This is an optimization exercise on Yosys and OpenROAD, whose aim is small area, a short achievable clock period and few clock cycles per item, not a production implementation. No run shown here included a check of the RTL's function; only the layout flow was run.

## flow/design.v (module list and top-level ports; edited modules follow where they fit)
// module mul_op: 1419 lines
// module mul_benc: 5 lines
// module mul_row: 7 lines
// module mul_fa: 4 lines
// module mul_fx: 6 lines
// module mul_ha: 4 lines
// module mul_xor: 3 lines
// module mul_xnor: 3 lines
// module mul_nand2: 3 lines
// module mul_nor2: 3 lines
// module mul_inv: 3 lines
// module mul_aoi21: 3 lines
// module mul_oai21: 3 lines
// module mul_selx: 3 lines
// module mul_selxn: 3 lines
// module mul_sel: 3 lines
module mul_op #(parameter INPUTS = 2,
		parameter OUTPUTS = 1,
		parameter DATA_IN_SIZE = 32,
		parameter DATA_OUT_SIZE = 32)
		(
		input clk,
		input rst,
		input [INPUTS * (DATA_IN_SIZE)- 1 : 0]data_in_bus,
		input [INPUTS - 1 : 0]valid_in_bus,
		output [INPUTS - 1 : 0] ready_in_bus,
		output [OUTPUTS * (DATA_OUT_SIZE) - 1 : 0]data_out_bus,
		output [OUTPUTS - 1 : 0]valid_out_bus,
		input 	[OUTPUTS - 1 : 0] ready_out_bus
);
  // ...
==> flow/flow/run.sh <==
#!/bin/bash
# The standard layout, with resizing free to change a cell's footprint (so the
# port buffers and other cells can be swapped for faster ones) and port
# buffers that are plain buffers rather than delay cells.
set -euo pipefail
bash standard.sh MATCH_CELL_FOOTPRINT=0 BUFFER_PORTS_ARGS="-buffer_cell sky130_fd_sc_hd__buf_2" finish > standard.log 2>&1
==> flow/standard.sh <==
#!/bin/bash
# synth_recipe.tcl (not shown) runs the flow's synth.tcl, then flattens the netlist and writes it again
# the make line also repeats each setting of config.mk as NAME=value (left out here)
make -C /OpenROAD-flow-scripts/flow DESIGN_CONFIG=/design/flow/config.mk WORK_HOME=/design/flow/orfs CLKGATE_MAP_FILE= SYNTH_SCRIPT=/design/flow/synth_recipe.tcl "${@:-finish}"
==> flow/config.mk <==
export PLATFORM = sky130hd
export DESIGN_NAME = mul_op
export DESIGN_NICKNAME = mul_op
export VERILOG_FILES = /design/flow/design.v
export SDC_FILE = /design/flow/constraint.sdc
export NUM_CORES = 4
export LEC_CHECK = 0
export CAP_MARGIN = 20
export CORE_MARGIN = 2
export CORE_UTILIZATION = 40
export SETUP_SLACK_MARGIN = 5
export SLEW_MARGIN = 20
export SYNTH_HIERARCHICAL = 1
==> flow/constraint.sdc <==
create_clock -name core_clock -period 8.0 [get_ports {clk}]
set_input_delay 1.6000 -clock core_clock [delete_from_list [all_inputs] [get_ports {clk}]]
set_output_delay 1.6000 -clock core_clock [all_outputs]
set_load 0.01 [all_outputs]
==> report_table.html, run 1 <==
<table>
<tr><th>Metric</th><th>Value</th></tr>
<tr><th colspan="2">Status</th></tr>
<tr><td>Status</td><td>no timing/DRC/antenna violations</td></tr>
<tr><th colspan="2">Layout</th></tr>
<tr><td>Dominant class by area</td><td>multi-input combinational cells</td></tr>
<tr><td>Sequential cell count</td><td>240</td></tr>
<tr><td>Clock buffer cells</td><td>32</td></tr>
<tr><td>Relative area of clock buffers and inverters in the final design</td><td>approximately 3.4%</td></tr>
<tr><td>Largest Register</td><td>rc4</td></tr>
<tr><td>Diodes inserted</td><td>0</td></tr>
<tr><td>Post-route design area</td><td>28300 sq um</td></tr>
<tr><td>Most frequent cells in the layout</td><td>sky130_fd_sc_hd__xor2_1, sky130_fd_sc_hd__xnor2_1, sky130_fd_sc_hd__buf_4, sky130_fd_sc_hd__edfxtp_1, sky130_fd_sc_hd__a22oi_2</td></tr>
<tr><td>Area growth syn-to-layout</td><td>31.8%</td></tr>
<tr><td># nets final</td><td>between 2000 and 2500</td></tr>
<tr><td>Fraction of area in multi-input gates</td><td>a little over half</td></tr>
<tr><th colspan="2">Placement</th></tr>
<tr><td>Weighted congestion reported at the end of routability-driven placement</td><td>between 0.8 and 0.9</td></tr>
<tr><td>Placed wire-length estimate</td><td>roughly 38000 microns</td></tr>
<tr><td>Placed cells</td><td>between 2000 and 3000</td></tr>
<tr><td>Cell Area, Placed</td><td>about 22000 sq um</td></tr>
<tr><th colspan="2">Synthesis</th></tr>
<tr><td>Cell with the most instances after synthesis</td><td>sky130_fd_sc_hd__xor2_1</td></tr>
<tr><td>Share of the synthesized area in the top cell type</td><td>between 30% and 40%</td></tr>
<tr><td>Simple-Gate Fraction of Synth Area</td><td>3.28%</td></tr>
<tr><td>Top cells by area in the synthesized netlist</td><td>sky130_fd_sc_hd__edfxtp_1, sky130_fd_sc_hd__xor2_1, sky130_fd_sc_hd__xnor2_1</td></tr>
<tr><td>Number of enable flip-flop cells after synthesis</td><td>~230</td></tr>
<tr><th colspan="2">STA</th></tr>
<tr><td>Setup ws final</td><td>about 4.6 ns</td></tr>
<tr><td>Count of endpoints failing hold in the final timing report</td><td>0</td></tr>
<tr><td>Maximum frequency from static timing analysis</td><td>291 MHz</td></tr>
<tr><td>Worst-case headroom to the max-slew limit</td><td>34.3%</td></tr>
<tr><th colspan="2">GRT</th></tr>
<tr><td>Wire length of the first global-routing pass</td><td>88500 microns</td></tr>
<tr><td>Total global-route track usage</td><td>20.5%</td></tr>
<tr><th colspan="2">CTS</th></tr>
<tr><td>Number of cells upsized or downsized after cts</td><td>approximately 240</td></tr>
<tr><td>CTS tree</td><td>yes</td></tr>
<tr><th colspan="2">Worst hold path</th></tr>
<tr><td>Number of cells on the worst hold path</td><td>0</td></tr>
<tr><td>Min-Delay Startpoint</td><td>rc4[0]</td></tr>
<tr><th colspan="2">Setup path</th></tr>
<tr><td>Crit. End Element</td><td>register</td></tr>
<tr><td>Critical Path Slowest Stage Cell</td><td>sky130_fd_sc_hd__edfxtp_1</td></tr>
<tr><td>Delay contributed by the slowest stage of the critical path</td><td>approximately 0.43 ns</td></tr>
<tr><td>Largest driver fanout on the critical path</td><td>5</td></tr>
<tr><td>Terminus of the critical flop-to-flop path</td><td>rc4[7]</td></tr>
<tr><th colspan="2">Drt</th></tr>
<tr><td>Via count</td><td>approximately 16000</td></tr>
<tr><td>Met3 wire len</td><td>2980 microns</td></tr>
<tr><th colspan="2">Floorplan</th></tr>
<tr><td>Die extent in y</td><td>about 240 microns</td></tr>
</table>
==> inputs of run 2 (changes only) <==
--- a/flow/design.v
+++ b/flow/design.v
@@ -9,17 +9,18 @@
 		input [INPUTS - 1 : 0]valid_in_bus,
 		output [INPUTS - 1 : 0] ready_in_bus,
 		output [OUTPUTS * (DATA_OUT_SIZE) - 1 : 0]data_out_bus,
 		output [OUTPUTS - 1 : 0]valid_out_bus,
 		input 	[OUTPUTS - 1 : 0] ready_out_bus
 );
   reg fa, fb;
   reg [31:0] a_s;
-  reg [31:0] b_s;
+  reg [47:0] sel_s;       
+  wire [47:0] sel_in;
   reg sv;             
   wire ce = ~sv;      
   wire fire = fa & fb & ce;
   wire [1:0] rin = {~fb | fire, ~fa | fire};
   reg [1:0] rdy;
   assign ready_in_bus = rdy;
   wire fa_n = rin[0] ? valid_in_bus[0] : fa;
   wire fb_n = rin[1] ? valid_in_bus[1] : fb;
@@ -30,17 +31,17 @@
     else begin
       fa <= fa_n;
       fb <= fb_n;
       rdy[0] <= ~fa_n | (fb_n & ~sv_n);
       rdy[1] <= ~fb_n | (fa_n & ~sv_n);
     end
   always @(posedge clk) begin
     if (rin[0]) a_s <= data_in_bus[31:0];
-    if (rin[1]) b_s <= data_in_bus[63:32];
+    if (rin[1]) sel_s <= sel_in;
   end
   reg [0:0] v;
   always @(posedge clk, posedge rst)
     if (rst) v <= 0;
     else if (ce) v <= fire;
   reg [31:0] s_reg, p_reg;
   wire p_en = ~vp | ready_out_bus[0];
   always @(posedge clk, posedge rst)
@@ -51,47 +52,31 @@
     end
   always @(posedge clk) begin
     if (ce) s_reg <= prod;
     if (p_en) p_reg <= p_next;
   end
   assign valid_out_bus[0] = vp;
   assign data_out_bus[31:0] = p_reg;
   wire [31:0] pp0;
-  wire [2:0] sel0;
   wire [29:0] pp1;
-  wire [2:0] sel1;
   wire [27:0] pp2;
-  wire [2:0] sel2;
   wire [25:0] pp3;
-  wire [2:0] sel3;
   wire [23:0] pp4;
-  wire [2:0] sel4;
   wire [21:0] pp5;
-  wire [2:0] sel5;
   wire [19:0] pp6;
-  wire [2:0] sel6;
   wire [17:0] pp7;
-  wire [2:0] sel7;
   wire [15:0] pp8;
-  wire [2:0] sel8;
   wire [13:0] pp9;
-  wire [2:0] sel9;
   wire [11:0] pp10;
-  wire [2:0] sel10;
   wire [9:0] pp11;
-  wire [2:0] sel11;
   wire [7:0] pp12;
-  wire [2:0] sel12;
   wire [5:0] pp13;
-  wire [2:0] sel13;
   wire [3:0] pp14;
-  wire [2:0] sel14;
   wire [1:0] pp15;
-  wire [2:0] sel15;
   wire n1;
   wire n2;
   wire n3;
   wire n4;
   wire n5;
   wire n6;
   wire n7;
   wire n8;
@@ -790,95 +775,95 @@
   wire k216;
   wire k217;
   wire k218;
   wire k219;
   wire k220;
   wire k221;
   wire k222;
   wire k223;
-  mul_benc enc0 (.b({b_s[1], b_s[0], 1'b0}), .sel(sel0));
-  mul_row #(.W(32)) row0 (.sel(sel0), .a(a_s[31:0]), .p(pp0));
-  mul_benc enc1 (.b({b_s[3], b_s[2], b_s[1]}), .sel(sel1));
-  mul_row #(.W(30)) row1 (.sel(sel1), .a(a_s[29:0]), .p(pp1));
-  mul_benc enc2 (.b({b_s[5], b_s[4], b_s[3]}), .sel(sel2));
-  mul_row #(.W(28)) row2 (.sel(sel2), .a(a_s[27:0]), .p(pp2));
-  mul_benc enc3 (.b({b_s[7], b_s[6], b_s[5]}), .sel(sel3));
-  mul_row #(.W(26)) row3 (.sel(sel3), .a(a_s[25:0]), .p(pp3));
-  mul_benc enc4 (.b({b_s[9], b_s[8], b_s[7]}), .sel(sel4));
-  mul_row #(.W(24)) row4 (.sel(sel4), .a(a_s[23:0]), .p(pp4));
-  mul_benc enc5 (.b({b_s[11], b_s[10], b_s[9]}), .sel(sel5));
-  mul_row #(.W(22)) row5 (.sel(sel5), .a(a_s[21:0]), .p(pp5));
-  mul_benc enc6 (.b({b_s[13], b_s[12], b_s[11]}), .sel(sel6));
-  mul_row #(.W(20)) row6 (.sel(sel6), .a(a_s[19:0]), .p(pp6));
-  mul_benc enc7 (.b({b_s[15], b_s[14], b_s[13]}), .sel(sel7));
-  mul_row #(.W(18)) row7 (.sel(sel7), .a(a_s[17:0]), .p(pp7));
-  mul_benc enc8 (.b({b_s[17], b_s[16], b_s[15]}), .sel(sel8));
-  mul_row #(.W(16)) row8 (.sel(sel8), .a(a_s[15:0]), .p(pp8));
-  mul_benc enc9 (.b({b_s[19], b_s[18], b_s[17]}), .sel(sel9));
-  mul_row #(.W(14)) row9 (.sel(sel9), .a(a_s[13:0]), .p(pp9));
-  mul_benc enc10 (.b({b_s[21], b_s[20], b_s[19]}), .sel(sel10));
-  mul_row #(.W(12)) row10 (.sel(sel10), .a(a_s[11:0]), .p(pp10));
-  mul_benc enc11 (.b({b_s[23], b_s[22], b_s[21]}), .sel(sel11));
-  mul_row #(.W(10)) row11 (.sel(sel11), .a(a_s[9:0]), .p(pp11));
-  mul_benc enc12 (.b({b_s[25], b_s[24], b_s[23]}), .sel(sel12));
-  mul_row #(.W(8)) row12 (.sel(sel12), .a(a_s[7:0]), .p(pp12));
-  mul_benc enc13 (.b({b_s[27], b_s[26], b_s[25]}), .sel(sel13));
-  mul_row #(.W(6)) row13 (.sel(sel13), .a(a_s[5:0]), .p(pp13));
-  mul_benc enc14 (.b({b_s[29], b_s[28], b_s[27]}), .sel(sel14));
-  mul_row #(.W(4)) row14 (.sel(sel14), .a(a_s[3:0]), .p(pp14));
-  mul_benc enc15 (.b({b_s[31], b_s[30], b_s[29]}), .sel(sel15));
-  mul_row #(.W(2)) row15 (.sel(sel15), .a(a_s[1:0]), .p(pp15));
-  mul_ha ha1 (.a(b_s[3]), .b(pp0[2]), .s(n1), .co(n2));
+  mul_benc enc0 (.b({data_in_bus[33], data_in_bus[32], 1'b0}), .sel(sel_in[2:0]));
+  mul_row #(.W(32)) row0 (.sel(sel_s[2:0]), .a(a_s[31:0]), .p(pp0));
+  mul_benc enc1 (.b({data_in_bus[35], data_in_bus[34], data_in_bus[33]}), .sel(sel_in[5:3]));
+  mul_row #(.W(30)) row1 (.sel(sel_s[5:3]), .a(a_s[29:0]), .p(pp1));
+  mul_benc enc2 (.b({data_in_bus[37], data_in_bus[36], data_in_bus[35]}), .sel(sel_in[8:6]));
+  mul_row #(.W(28)) row2 (.sel(sel_s[8:6]), .a(a_s[27:0]), .p(pp2));
+  mul_benc enc3 (.b({data_in_bus[39], data_in_bus[38], data_in_bus[37]}), .sel(sel_in[11:9]));
+  mul_row #(.W(26)) row3 (.sel(sel_s[11:9]), .a(a_s[25:0]), .p(pp3));
+  mul_benc enc4 (.b({data_in_bus[41], data_in_bus[40], data_in_bus[39]}), .sel(sel_in[14:12]));
+  mul_row #(.W(24)) row4 (.sel(sel_s[14:12]), .a(a_s[23:0]), .p(pp4));
+  mul_benc enc5 (.b({data_in_bus[43], data_in_bus[42], data_in_bus[41]}), .sel(sel_in[17:15]));
+  mul_row #(.W(22)) row5 (.sel(sel_s[17:15]), .a(a_s[21:0]), .p(pp5));
+  mul_benc enc6 (.b({data_in_bus[45], data_in_bus[44], data_in_bus[43]}), .sel(sel_in[20:18]));
+  mul_row #(.W(20)) row6 (.sel(sel_s[20:18]), .a(a_s[19:0]), .p(pp6));
+  mul_benc enc7 (.b({data_in_bus[47], data_in_bus[46], data_in_bus[45]}), .sel(sel_in[23:21]));
+  mul_row #(.W(18)) row7 (.sel(sel_s[23:21]), .a(a_s[17:0]), .p(pp7));
+  mul_benc enc8 (.b({data_in_bus[49], data_in_bus[48], data_in_bus[47]}), .sel(sel_in[26:24]));
+  mul_row #(.W(16)) row8 (.sel(sel_s[26:24]), .a(a_s[15:0]), .p(pp8));
+  mul_benc enc9 (.b({data_in_bus[51], data_in_bus[50], data_in_bus[49]}), .sel(sel_in[29:27]));
+  mul_row #(.W(14)) row9 (.sel(sel_s[29:27]), .a(a_s[13:0]), .p(pp9));
+  mul_benc enc10 (.b({data_in_bus[53], data_in_bus[52], data_in_bus[51]}), .sel(sel_in[32:30]));
+  mul_row #(.W(12)) row10 (.sel(sel_s[32:30]), .a(a_s[11:0]), .p(pp10));
+  mul_benc enc11 (.b({data_in_bus[55], data_in_bus[54], data_in_bus[53]}), .sel(sel_in[35:33]));
+  mul_row #(.W(10)) row11 (.sel(sel_s[35:33]), .a(a_s[9:0]), .p(pp11));
+  mul_benc enc12 (.b({data_in_bus[57], data_in_bus[56], data_in_bus[55]}), .sel(sel_in[38:36]));
+  mul_row #(.W(8)) row12 (.sel(sel_s[38:36]), .a(a_s[7:0]), .p(pp12));
+  mul_benc enc13 (.b({data_in_bus[59], data_in_bus[58], data_in_bus[57]}), .sel(sel_in[41:39]));
+  mul_row #(.W(6)) row13 (.sel(sel_s[41:39]), .a(a_s[5:0]), .p(pp13));
+  mul_benc enc14 (.b({data_in_bus[61], data_in_bus[60], data_in_bus[59]}), .sel(sel_in[44:42]));
+  mul_row #(.W(4)) row14 (.sel(sel_s[44:42]), .a(a_s[3:0]), .p(pp14));
+  mul_benc enc15 (.b({data_in_bus[63], data_in_bus[62], data_in_bus[61]}), .sel(sel_in[47:45]));
+  mul_row #(.W(2)) row15 (.sel(sel_s[47:45]), .a(a_s[1:0]), .p(pp15));
+  mul_ha ha1 (.a(sel_s[5]), .b(pp0[2]), .s(n1), .co(n2));
   mul_ha ha2 (.a(pp0[3]), .b(pp1[1]), .s(n3), .co(n4));
-  mul_fx fx1 (.a(b_s[5]), .b(pp0[4]), .c(pp1[2]), .s(n5), .co(n6));
+  mul_fx fx1 (.a(sel_s[8]), .b(pp0[4]), .c(pp1[2]), .s(n5), .co(n6));
   mul_fx fx2 (.a(pp0[5]), .b(pp1[3]), .c(pp2[1]), .s(n7), .co(n8));
-  mul_fx fx3 (.a(b_s[7]), .b(pp0[6]), .c(pp1[4]), .s(n9), .co(n10));
+  mul_fx fx3 (.a(sel_s[11]), .b(pp0[6]), .c(pp1[4]), .s(n9), .co(n10));
   mul_ha ha3 (.a(pp2[2]), .b(pp3[0]), .s(n11), .co(n12));
   mul_fx fx4 (.a(pp0[7]), .b(pp1[5]), .c(pp2[3]), .s(n13), .co(n14));
-  mul_ha ha4 (.a(b_s[25]), .b(pp0[24]), .s(n15), .co(n16));
+  mul_ha ha4 (.a(sel_s[38]), .b(pp0[24]), .s(n15), .co(n16));
   mul_ha ha5 (.a(pp0[25]), .b(pp10[5]), .s(n17), .co(n18));
-  mul_fx fx5 (.a(b_s[27]), .b(pp0[26]), .c(pp10[6]), .s(n19), .co(n20));
+  mul_fx fx5 (.a(sel_s[41]), .b(pp0[26]), .c(pp10[6]), .s(n19), .co(n20));
   mul_ha ha6 (.a(pp11[4]), .b(pp12[2]), .s(n21), .co(n22));
   mul_fx fx6 (.a(pp0[27]), .b(pp10[7]), .c(pp11[5]), .s(n23), .co(n24));
   mul_ha ha7 (.a(pp12[3]), .b(pp13[1]), .s(n25), .co(n26));
-  mul_fx fx7 (.a(b_s[29]), .b(pp0[28]), .c(pp10[8]), .s(n27), .co(n28));
+  mul_fx fx7 (.a(sel_s[44]), .b(pp0[28]), .c(pp10[8]), .s(n27), .co(n28));
   mul_fx fx8 (.a(pp11[6]), .b(pp12[4]), .c(pp13[2]), .s(n29), .co(n30));
   mul_ha ha8 (.a(pp14[0]), .b(pp1[26]), .s(n31), .co(n32));
   mul_fx fx9 (.a(pp0[29]), .b(pp10[9]), .c(pp11[7]), .s(n33), .co(n34));
   mul_fx fx10 (.a(pp12[5]), .b(pp13[3]), .c(pp14[1]), .s(n35), .co(n36));
   mul_ha ha9 (.a(pp1[27]), .b(pp2[25]), .s(n37), .co(n38));
-  mul_fx fx11 (.a(b_s[31]), .b(pp0[30]), .c(pp10[10]), .s(n39), .co(n40));
+  mul_fx fx11 (.a(sel_s[47]), .b(pp0[30]), .c(pp10[10]), .s(n39), .co(n40));
   mul_fx fx12 (.a(pp11[8]), .b(pp12[6]), .c(pp13[4]), .s(n41), .co(n42));
   mul_fx fx13 (.a(pp14[2]), .b(pp15[0]), .c(pp1[28]), .s(n43), .co(n44));
   mul_ha ha10 (.a(pp2[26]), .b(pp3[24]), .s(n45), .co(n46));
   mul_xor xr1 (.a(pp0[31]), .b(pp10[11]), .y(n47));
   mul_xor xr2 (.a(pp11[9]), .b(pp12[7]), .y(n48));
   mul_xor xr3 (.a(pp13[5]), .b(pp14[3]), .y(n49));
   mul_xor xr4 (.a(pp15[1]), .b(pp1[29]), .y(n50));
   mul_xor xr5 (.a(pp2[27]), .b(pp3[25]), .y(n51));
   mul_xor xr6 (.a(pp4[23]), .b(pp5[21]), .y(n52));
   mul_xor xr7 (.a(pp6[19]), .b(pp7[17]), .y(n53));
   mul_ha ha11 (.a(pp2[0]), .b(n4), .s(n54), .co(n55));
   mul_ha ha12 (.a(n6), .b(n7), .s(n56), .co(n57));
   mul_fx fx14 (.a(n11), .b(n8), .c(n9), .s(n58), .co(n59));
   mul_fx fx15 (.a(pp3[1]), .b(n12), .c(n10), .s(n60), .co(n61));
-  mul_ha ha13 (.a(b_s[17]), .b(pp0[16]), .s(n62), .co(n63));
+  mul_ha ha13 (.a(sel_s[26]), .b(pp0[16]), .s(n62), .co(n63));
   mul_ha ha14 (.a(pp0[17]), .b(pp1[15]), .s(n64), .co(n65));
-  mul_fx fx16 (.a(b_s[19]), .b(pp0[18]), .c(pp1[16]), .s(n66), .co(n67));
+  mul_fx fx16 (.a(sel_s[29]), .b(pp0[18]), .c(pp1[16]), .s(n66), .co(n67));
   mul_ha ha15 (.a(pp2[14]), .b(pp3[12]), .s(n68), .co(n69));
   mul_fx fx17 (.a(pp0[19]), .b(pp1[17]), .c(pp2[15]), .s(n70), .co(n71));
   mul_ha ha16 (.a(pp3[13]), .b(pp4[11]), .s(n72), .co(n73));
-  mul_fx fx18 (.a(b_s[21]), .b(pp0[20]), .c(pp10[0]), .s(n74), .co(n75));
+  mul_fx fx18 (.a(sel_s[32]), .b(pp0[20]), .c(pp10[0]), .s(n74), .co(n75));
   mul_fx fx19 (.a(pp1[18]), .b(pp2[16]), .c(pp3[14]), .s(n76), .co(n77));
   mul_ha ha17 (.a(pp4[12]), .b(pp5[10]), .s(n78), .co(n79));
   mul_fx fx20 (.a(pp0[21]), .b(pp10[1]), .c(pp1[19]), .s(n80), .co(n81));
   mul_fx fx21 (.a(pp2[17]), .b(pp3[15]), .c(pp4[13]), .s(n82), .co(n83));
   mul_ha ha18 (.a(pp5[11]), .b(pp6[9]), .s(n84), .co(n85));
-  mul_fx fx22 (.a(b_s[23]), .b(pp0[22]), .c(pp10[2]), .s(n86), .co(n87));
+  mul_fx fx22 (.a(sel_s[35]), .b(pp0[22]), .c(pp10[2]), .s(n86), .co(n87));
   mul_fx fx23 (.a(pp11[0]), .b(pp1[20]), .c(pp2[18]), .s(n88), .co(n89));
   mul_fx fx24 (.a(pp3[16]), .b(pp4[14]), .c(pp5[12]), .s(n90), .co(n91));
   mul_ha ha19 (.a(pp6[10]), .b(pp7[8]), .s(n92), .co(n93));
   mul_fx fx25 (.a(pp0[23]), .b(pp10[3]), .c(pp11[1]), .s(n94), .co(n95));
   mul_fx fx26 (.a(pp1[21]), .b(pp2[19]), .c(pp3[17]), .s(n96), .co(n97));
   mul_fx fx27 (.a(pp4[15]), .b(pp5[13]), .c(pp6[11]), .s(n98), .co(n99));
   mul_ha ha20 (.a(pp7[9]), .b(pp8[7]), .s(n100), .co(n101));
   mul_fx fx28 (.a(pp10[4]), .b(pp11[2]), .c(pp12[0]), .s(n102), .co(n103));
@@ -913,26 +898,26 @@
   mul_xor xr9 (.a(n158), .b(n47), .y(n159));
   mul_xor xr10 (.a(n48), .b(n49), .y(n160));
   mul_xor xr11 (.a(n50), .b(n51), .y(n161));
   mul_xor xr12 (.a(n52), .b(n53), .y(n162));
   mul_xor xr13 (.a(n46), .b(n40), .y(n163));
   mul_xor xr14 (.a(n42), .b(n44), .y(n164));
   mul_xor xr15 (.a(n159), .b(n160), .y(n165));
   mul_ha ha21 (.a(n13), .b(n60), .s(n166), .co(n167));
-  mul_fx fx56 (.a(b_s[9]), .b(pp0[8]), .c(pp1[6]), .s(n168), .co(n169));
+  mul_fx fx56 (.a(sel_s[14]), .b(pp0[8]), .c(pp1[6]), .s(n168), .co(n169));
   mul_ha ha22 (.a(pp2[4]), .b(pp3[2]), .s(n170), .co(n171));
   mul_ha ha23 (.a(pp0[9]), .b(pp1[7]), .s(n172), .co(n173));
-  mul_fx fx57 (.a(b_s[11]), .b(pp0[10]), .c(pp1[8]), .s(n174), .co(n175));
+  mul_fx fx57 (.a(sel_s[17]), .b(pp0[10]), .c(pp1[8]), .s(n174), .co(n175));
   mul_ha ha24 (.a(pp0[11]), .b(pp1[9]), .s(n176), .co(n177));
-  mul_fx fx58 (.a(b_s[13]), .b(pp0[12]), .c(pp1[10]), .s(n178), .co(n179));
+  mul_fx fx58 (.a(sel_s[20]), .b(pp0[12]), .c(pp1[10]), .s(n178), .co(n179));
   mul_ha ha25 (.a(pp2[8]), .b(pp3[6]), .s(n180), .co(n181));
   mul_fx fx59 (.a(pp0[13]), .b(pp1[11]), .c(pp2[9]), .s(n182), .co(n183));
   mul_ha ha26 (.a(pp3[7]), .b(pp4[5]), .s(n184), .co(n185));
-  mul_fx fx60 (.a(b_s[15]), .b(pp0[14]), .c(pp1[12]), .s(n186), .co(n187));
+  mul_fx fx60 (.a(sel_s[23]), .b(pp0[14]), .c(pp1[12]), .s(n186), .co(n187));
   mul_fx fx61 (.a(pp2[10]), .b(pp3[8]), .c(pp4[6]), .s(n188), .co(n189));
   mul_ha ha27 (.a(pp5[4]), .b(pp6[2]), .s(n190), .co(n191));
   mul_fx fx62 (.a(pp0[15]), .b(pp1[13]), .c(pp2[11]), .s(n192), .co(n193));
   mul_fx fx63 (.a(pp3[9]), .b(pp4[7]), .c(pp5[5]), .s(n194), .co(n195));
   mul_ha ha28 (.a(pp6[3]), .b(pp7[1]), .s(n196), .co(n197));
   mul_fx fx64 (.a(pp1[14]), .b(pp2[12]), .c(pp3[10]), .s(n198), .co(n199));
   mul_fx fx65 (.a(pp4[8]), .b(pp5[6]), .c(pp6[4]), .s(n200), .co(n201));
   mul_fx fx66 (.a(pp7[2]), .b(pp8[0]), .c(n62), .s(n202), .co(n203));
@@ -1028,17 +1013,17 @@
   mul_fx fx149 (.a(n271), .b(n273), .c(n276), .s(n376), .co(n377));
   mul_fx fx150 (.a(n278), .b(n275), .c(n280), .s(n378), .co(n379));
   mul_fx fx151 (.a(n277), .b(n282), .c(n284), .s(n380), .co(n381));
   mul_fx fx152 (.a(n279), .b(n281), .c(n286), .s(n382), .co(n383));
   mul_xor xr22 (.a(n283), .b(n291), .y(n384));
   mul_xor xr23 (.a(n292), .b(n293), .y(n385));
   mul_xor xr24 (.a(n384), .b(n285), .y(n386));
   mul_xor xr25 (.a(n385), .b(n287), .y(n387));
-  assign lsum = {1'b0, n59, n57, n55, n5, n2, pp1[0], pp0[1], b_s[1]} + {1'b0, n166, n58, n56, n54, n3, n1, 1'b0, pp0[0]};
+  assign lsum = {1'b0, n59, n57, n55, n5, n2, pp1[0], pp0[1], sel_s[2]} + {1'b0, n166, n58, n56, n54, n3, n1, 1'b0, pp0[0]};
   mul_fa fa1 (.a(rc4[10]), .b(rc4[11]), .c(rc4[12]), .s(n388), .co(n389));
   mul_fa fa2 (.a(rc4[13]), .b(rc4[14]), .c(rc4[15]), .s(n390), .co(n391));
   mul_fa fa3 (.a(rc4[17]), .b(rc4[18]), .c(rc4[19]), .s(n392), .co(n393));
   mul_fa fa4 (.a(rc4[21]), .b(rc4[22]), .c(rc4[23]), .s(n394), .co(n395));
   mul_fa fa5 (.a(rc4[25]), .b(rc4[26]), .c(rc4[27]), .s(n396), .co(n397));
   mul_fa fa6 (.a(rc4[29]), .b(rc4[30]), .c(rc4[31]), .s(n398), .co(n399));
   mul_fa fa7 (.a(rc4[33]), .b(rc4[34]), .c(rc4[35]), .s(n400), .co(n401));
   mul_fa fa8 (.a(rc4[37]), .b(rc4[38]), .c(rc4[39]), .s(n402), .co(n403));
==> run 2 against run 1 <==
Cell count is 5.3% lower; highest routed layer unchanged; clock-buffer cell count stayed put.
==> report_table.html, run 2 <==
<table>
<tr><th>Metric</th><th>Value</th></tr>
<tr><th colspan="2">STA</th></tr>
<tr><td>Sum of negative setup slack</td><td>0 ns (unchanged)</td></tr>
<tr><td>Pin slew with the least headroom to its limit</td><td>1.10 ns (was 0.986 ns)</td></tr>
<tr><td>Setup ws final</td><td>4.90 ns (was 4.57 ns)</td></tr>
<tr><td>Clock tree skew after final layout</td><td>0.0477 ns (was 0.0222 ns)</td></tr>
<tr><td>Worst-case headroom to the max-slew limit</td><td>26.5% (was 34.3%)</td></tr>
<tr><td>Maximum frequency from static timing analysis</td><td>322 MHz (was 291 MHz)</td></tr>
<tr><td>Pins Over Slew Limit</td><td>0 (unchanged)</td></tr>
<tr><td>Post-Route Hold Slack</td><td>0.454 ns (was 0.450 ns)</td></tr>
<tr><td>Minimum clock period</td><td>3.10 ns (was 3.43 ns)</td></tr>
<tr><td>Final setup viols</td><td>0 (unchanged)</td></tr>
<tr><td>Count of endpoints failing hold in the final timing report</td><td>0 (unchanged)</td></tr>
<tr><td>Period Utilization, post-route</td><td>38.8% (was 42.9%)</td></tr>
<tr><td>RSZ-0062 raised after global routing</td><td>true (unchanged)</td></tr>
<tr><th colspan="2">CTS</th></tr>
<tr><td>Number of clock buffers inserted by TritonCTS</td><td>31 (was 29)</td></tr>
<tr><td>CTS HTree Levels</td><td>1 (unchanged)</td></tr>
<tr><td>Sink Count</td><td>256 (was 240)</td></tr>
<tr><td>CTS root buf</td><td>sky130_fd_sc_hd__clkbuf_16 (unchanged)</td></tr>
<tr><td>CTS tree</td><td>yes (unchanged)</td></tr>
<tr><td>Max Buffers Root-to-Sink</td><td>3 (unchanged)</td></tr>
<tr><td>Clock slew seen by the registers of the worst setup and hold paths</td><td>0.06 ns (about the same)</td></tr>
<tr><td>Worst-Skew Late Latency</td><td>0.60 ns (was 0.57 ns)</td></tr>
<tr><td>Post-cts hold buffer count</td><td>0 (unchanged)</td></tr>
<tr><th colspan="2">Floorplan</th></tr>
<tr><td>Placeable core area</td><td>54000 sq um (was 52800 sq um)</td></tr>
<tr><td>Top-Level Pins</td><td>104 (unchanged)</td></tr>
<tr><td>Die ar.</td><td>56800 sq um (was 55500 sq um)</td></tr>
<tr><td>Row count</td><td>85 (was 84)</td></tr>
<tr><td>Width of the die</td><td>238 microns (was 236 microns)</td></tr>
<tr><td>Starting Density</td><td>40.6% (was 40.7%)</td></tr>
<tr><td>Die extent in y</td><td>238 microns (was 236 microns)</td></tr>
<tr><th colspan="2">Synthesis</th></tr>
<tr><td>Top cells by area in the synthesized netlist</td><td>sky130_fd_sc_hd__edfxtp_1, sky130_fd_sc_hd__xor2_1, sky130_fd_sc_hd__xnor2_1 (unchanged)</td></tr>
<tr><td>Cell with the most instances after synthesis</td><td>sky130_fd_sc_hd__xor2_1 (unchanged)</td></tr>
<tr><td>Sequential share of the synthesized area</td><td>34.9% (was 33.4%)</td></tr>
<tr><td>Share of the synthesized area in the top cell type</td><td>34.1% (was 32.6%)</td></tr>
<tr><td>Number of unique standard cell types used by synthesis</td><td>42 (unchanged)</td></tr>
<tr><td>Post-Syn Area</td><td>21900 sq um (was 21500 sq um)</td></tr>
<tr><td>Mapped Avg Cell Area</td><td>12.0 sq um (was 11.8 sq um)</td></tr>
<tr><td>Number of enable flip-flop cells after synthesis</td><td>249 (was 233)</td></tr>
<tr><td>Warning count from the yosys run</td><td>7 (unchanged)</td></tr>
<tr><td>Most used DFF post-synth</td><td>sky130_fd_sc_hd__edfxtp_1 (unchanged)</td></tr>
<tr><td>Top cell type by total area after synthesis</td><td>sky130_fd_sc_hd__edfxtp_1 (unchanged)</td></tr>
<tr><td>Synth async-reset ratio</td><td>2.73% (was 2.92%)</td></tr>
<tr><td>Yosys reg bits</td><td>256 (was 240)</td></tr>
<tr><td>Top post-synthesis cells by count</td><td>sky130_fd_sc_hd__xor2_1, sky130_fd_sc_hd__xnor2_1, sky130_fd_sc_hd__edfxtp_1 (unchanged)</td></tr>
<tr><td>Cells after Synth</td><td>1836 (was 1820)</td></tr>
<tr><th colspan="2">Layout</th></tr>
<tr><td>Biggest regs</td><td>rc4: 105 flops, sel_s: 48 flops</td></tr>
<tr><td>Fraction of final layout cells with drive strength greater than 1</td><td>37.1% (was 48.2%)</td></tr>
<tr><td>Max reg flops</td><td>105 (unchanged)</td></tr>
<tr><td>Area growth syn-to-layout</td><td>17.7% (was 31.8%)</td></tr>
<tr><td>Most frequent cells in the layout</td><td>sky130_fd_sc_hd__xor2_1, sky130_fd_sc_hd__xnor2_1, sky130_fd_sc_hd__edfxtp_1, sky130_fd_sc_hd__maj3_2, sky130_fd_sc_hd__a22oi_2 (was sky130_fd_sc_hd__xor2_1, sky130_fd_sc_hd__xnor2_1, sky130_fd_sc_hd__buf_4, sky130_fd_sc_hd__edfxtp_1, sky130_fd_sc_hd__a22oi_2)</td></tr>
<tr><td># nets final</td><td>2186 (was 2350)</td></tr>
<tr><td>Largest Register</td><td>rc4 (unchanged)</td></tr>
<tr><td>Final Util</td><td>47.8% (was 53.6%)</td></tr>
<tr><td>Diodes inserted</td><td>0 (unchanged)</td></tr>
<tr><td>Most common cell after layout, fill and taps aside</td><td>sky130_fd_sc_hd__xor2_1 (unchanged)</td></tr>
<tr><td>Post-route insts no fill</td><td>2754 (was 2908)</td></tr>
<tr><td>Post-route design area</td><td>25800 sq um (was 28300 sq um)</td></tr>
<tr><th colspan="2">GRT</th></tr>
<tr><td>Number of global-route vias before repair</td><td>14700 (was 15100)</td></tr>
<tr><td>Total global-route track usage</td><td>19.9% (was 20.5%)</td></tr>
<tr><td>Total grt overflow</td><td>0 (unchanged)</td></tr>
<tr><td>Wire length of the first global-routing pass</td><td>87400 microns (was 88500 microns)</td></tr>
<tr><td>Antenna violations before repair</td><td>0 (was 1)</td></tr>
<tr><td>Largest net degree at the start of global routing</td><td>89 (was 80)</td></tr>
<tr><th colspan="2">Setup path</th></tr>
<tr><td>Category of the worst setup path launch point</td><td>register (unchanged)</td></tr>
<tr><td>Crit. End Element</td><td>register (unchanged)</td></tr>
<tr><td>Crit path DAT</td><td>3.39 ns (was 3.75 ns)</td></tr>
<tr><td>Worst reg-to-reg path cell count</td><td>13 (was 14)</td></tr>
<tr><td>Largest driver fanout on the critical path</td><td>4 (was 5)</td></tr>
<tr><td>Required time of the critical path</td><td>8.29 ns (was 8.32 ns)</td></tr>
<tr><td>Category of the most critical setup path</td><td>reg2reg (unchanged)</td></tr>
<tr><th colspan="2">Placement</th></tr>
<tr><td>Weighted congestion reported at the end of routability-driven placement</td><td>0.844 (was 0.820)</td></tr>
<tr><td>Input/output buffers</td><td>103 (unchanged)</td></tr>
<tr><td>DP Worst Slack</td><td>4.31 ns (was 3.66 ns)</td></tr>
<tr><td>Placed wire-length estimate</td><td>38800 microns (was 37800 microns)</td></tr>
<tr><td>Placed cells</td><td>2583 (was 2562)</td></tr>
<tr><td>Cell Area, Placed</td><td>22900 sq um (was 22500 sq um)</td></tr>
<tr><th colspan="2">Drt</th></tr>
<tr><td>Wire length per cell after detailed routing</td><td>21.5 microns (was 21.0 microns)</td></tr>
<tr><td>Via count</td><td>15000 (was 15500)</td></tr>
<tr><td>DR pass1 iterations</td><td>7 (unchanged)</td></tr>
<tr><td>Total length of routed wires</td><td>59200 microns (was 61100 microns)</td></tr>
<tr><td>Post-detailed-route DRC marker count</td><td>0 (unchanged)</td></tr>
<tr><td>Violation count after the first detailed-route iteration</td><td>1113 (was 1069)</td></tr>
<tr><td>Via density per instance</td><td>5.46 (was 5.34)</td></tr>
<tr><td>Number of antenna-violating nets in the routed design</td><td>0 (unchanged)</td></tr>
<tr><th colspan="2">Status</th></tr>
<tr><td>Status</td><td>no timing/DRC/antenna violations (unchanged)</td></tr>
<tr><th colspan="2">Worst hold path</th></tr>
<tr><td>Number of cells on the worst hold path</td><td>0 (unchanged)</td></tr>
<tr><td>Class of the worst hold path</td><td>reg2reg (unchanged)</td></tr>
<tr><th colspan="2">Flow run</th></tr>
<tr><td>Max-cap violations</td><td>0 (unchanged)</td></tr>
</table>
==> run 2: critical path: stages (launching register included) <==
cell,delay [ns]
sky130_fd_sc_hd__edfxtp_1,0.40
sky130_fd_sc_hd__fa_2,0.50
sky130_fd_sc_hd__fa_2,0.63
sky130_fd_sc_hd__nor2_4,0.05
sky130_fd_sc_hd__o21ai_4,0.17
sky130_fd_sc_hd__buf_12,0.14
sky130_fd_sc_hd__inv_4,0.05
sky130_fd_sc_hd__o21ai_4,0.15
sky130_fd_sc_hd__inv_2,0.09
sky130_fd_sc_hd__o21ai_4,0.17
sky130_fd_sc_hd__inv_2,0.07
sky130_fd_sc_hd__o21ai_4,0.15
sky130_fd_sc_hd__xnor2_1,0.13
sky130_fd_sc_hd__o21ai_1,0.08
==> run 2: kinds of logic after synthesis <==
kind of cell / synth area share [%]
XOR/XNOR: 27.7
AND/OR/NAND/NOR: 3.20
buffers and inverters: 4.26
adder cells (fa/ha/maj): 14.1
other: 0.0171
flip-flops: 34.9
multiplexers: 0.616
AO/OA/AOI/OAI: 15.2
==> run 2: path summary, 6_finish.rpt <==
kind	startpoint	endpoint	slack, ns
worst max-delay path	rc4[15]	p_reg[31]	4.90
worst min-delay path	rc4[1]	s_reg[1]	0.45
worst max register to register	rc4[15]	p_reg[31]	4.90
worst min register to register	rc4[1]	s_reg[1]	0.45
max in group asynchronous	rst	rdy[0]	6.81
min in group asynchronous	rst	vp	0.92
==> run 2: final cells by class <==
| type | count | area, sq um |
|---|---|---|
| Clock buffer | 32 | 779 |
| Timing Repair Buffer | 262 | 2110 |
| Clock inverter | 25 | 231 |
| Sequential cell | 256 | 7660 |
| Fill cell | 4847 | 28200 |
| Multi-Input combinational cell | 1470 | 14100 |
| Tap cell | 696 | 871 |
| Inverter | 13 | 55.1 |
==> run 2: what timing repair did <==
| item | in CTS | in global routing |
|---|---|---|
| endpoints found under the hold margin | 0 | 0 |
| gates cloned | 0 | 6 |
| resized for setup | 122 | 84 |
| endpoints found under the setup margin | 57 | 36 |
| pin swaps | 43 | 52 |
| setup buffers | 54 | 54 |
==> run 2: per-module statistics from Yosys (local to each module, per instance), excerpt <==
module     cell area [sq um]  flip-flops and latches
mul_selxn               17.5                       0
mul_nor2                3.75                       0
mul_inv                 3.75                       0
mul_xnor                8.76                       0
mul_fa                  20.0                       0
mul_selx                17.5                       0
mul_op                  8040                     256
mul_xor                 8.76                       0
mul_fx                  11.3                       0
mul_benc                38.8                       0
mul_ha                  12.5                       0
mul_nand2               3.75                       0
mul_oai21               5.00                       0
==> run 2: layer usage <==
metal	global-route usage [%]	wire length [microns]	vias up
met5	0	0	-
met4	6.08	1650	0
met3	1.94	3310	103
met2	33.0	27900	454
met1	27.5	26300	7506
li1	-	-	6969

## re-timing with driven ports
In the flow no input, the clock included, has a driving cell. The finished layouts below were timed again as built, in two steps.
Step 1 sets driving cells, clkbuf_16 on the clock port and buf_2 on the other inputs (assumed; they add their load-dependent delay and slew).
Step 2, shift: input delay + t, output delay - t, t = (earliest + latest rising clock arrival at the registers) / 2. This alone moves slack from input paths to output paths.
Three values: ideal ports, drivers, drivers and shift; two values: the first two.
run | shift t [ns] | setup WS [ns] | hold slack, ns | clock arrival spread, ns
run 1 | 0.628 | 4.567 / 4.567 / 4.567 | 0.450 / 0.450 / 0.450 | 0.025 / 0.024
run 2 | 0.633 | 4.896 / 4.896 / 4.896 | 0.454 / 0.454 / 0.454 | 0.049 / 0.049
After both steps setup and hold are still met in every run listed.
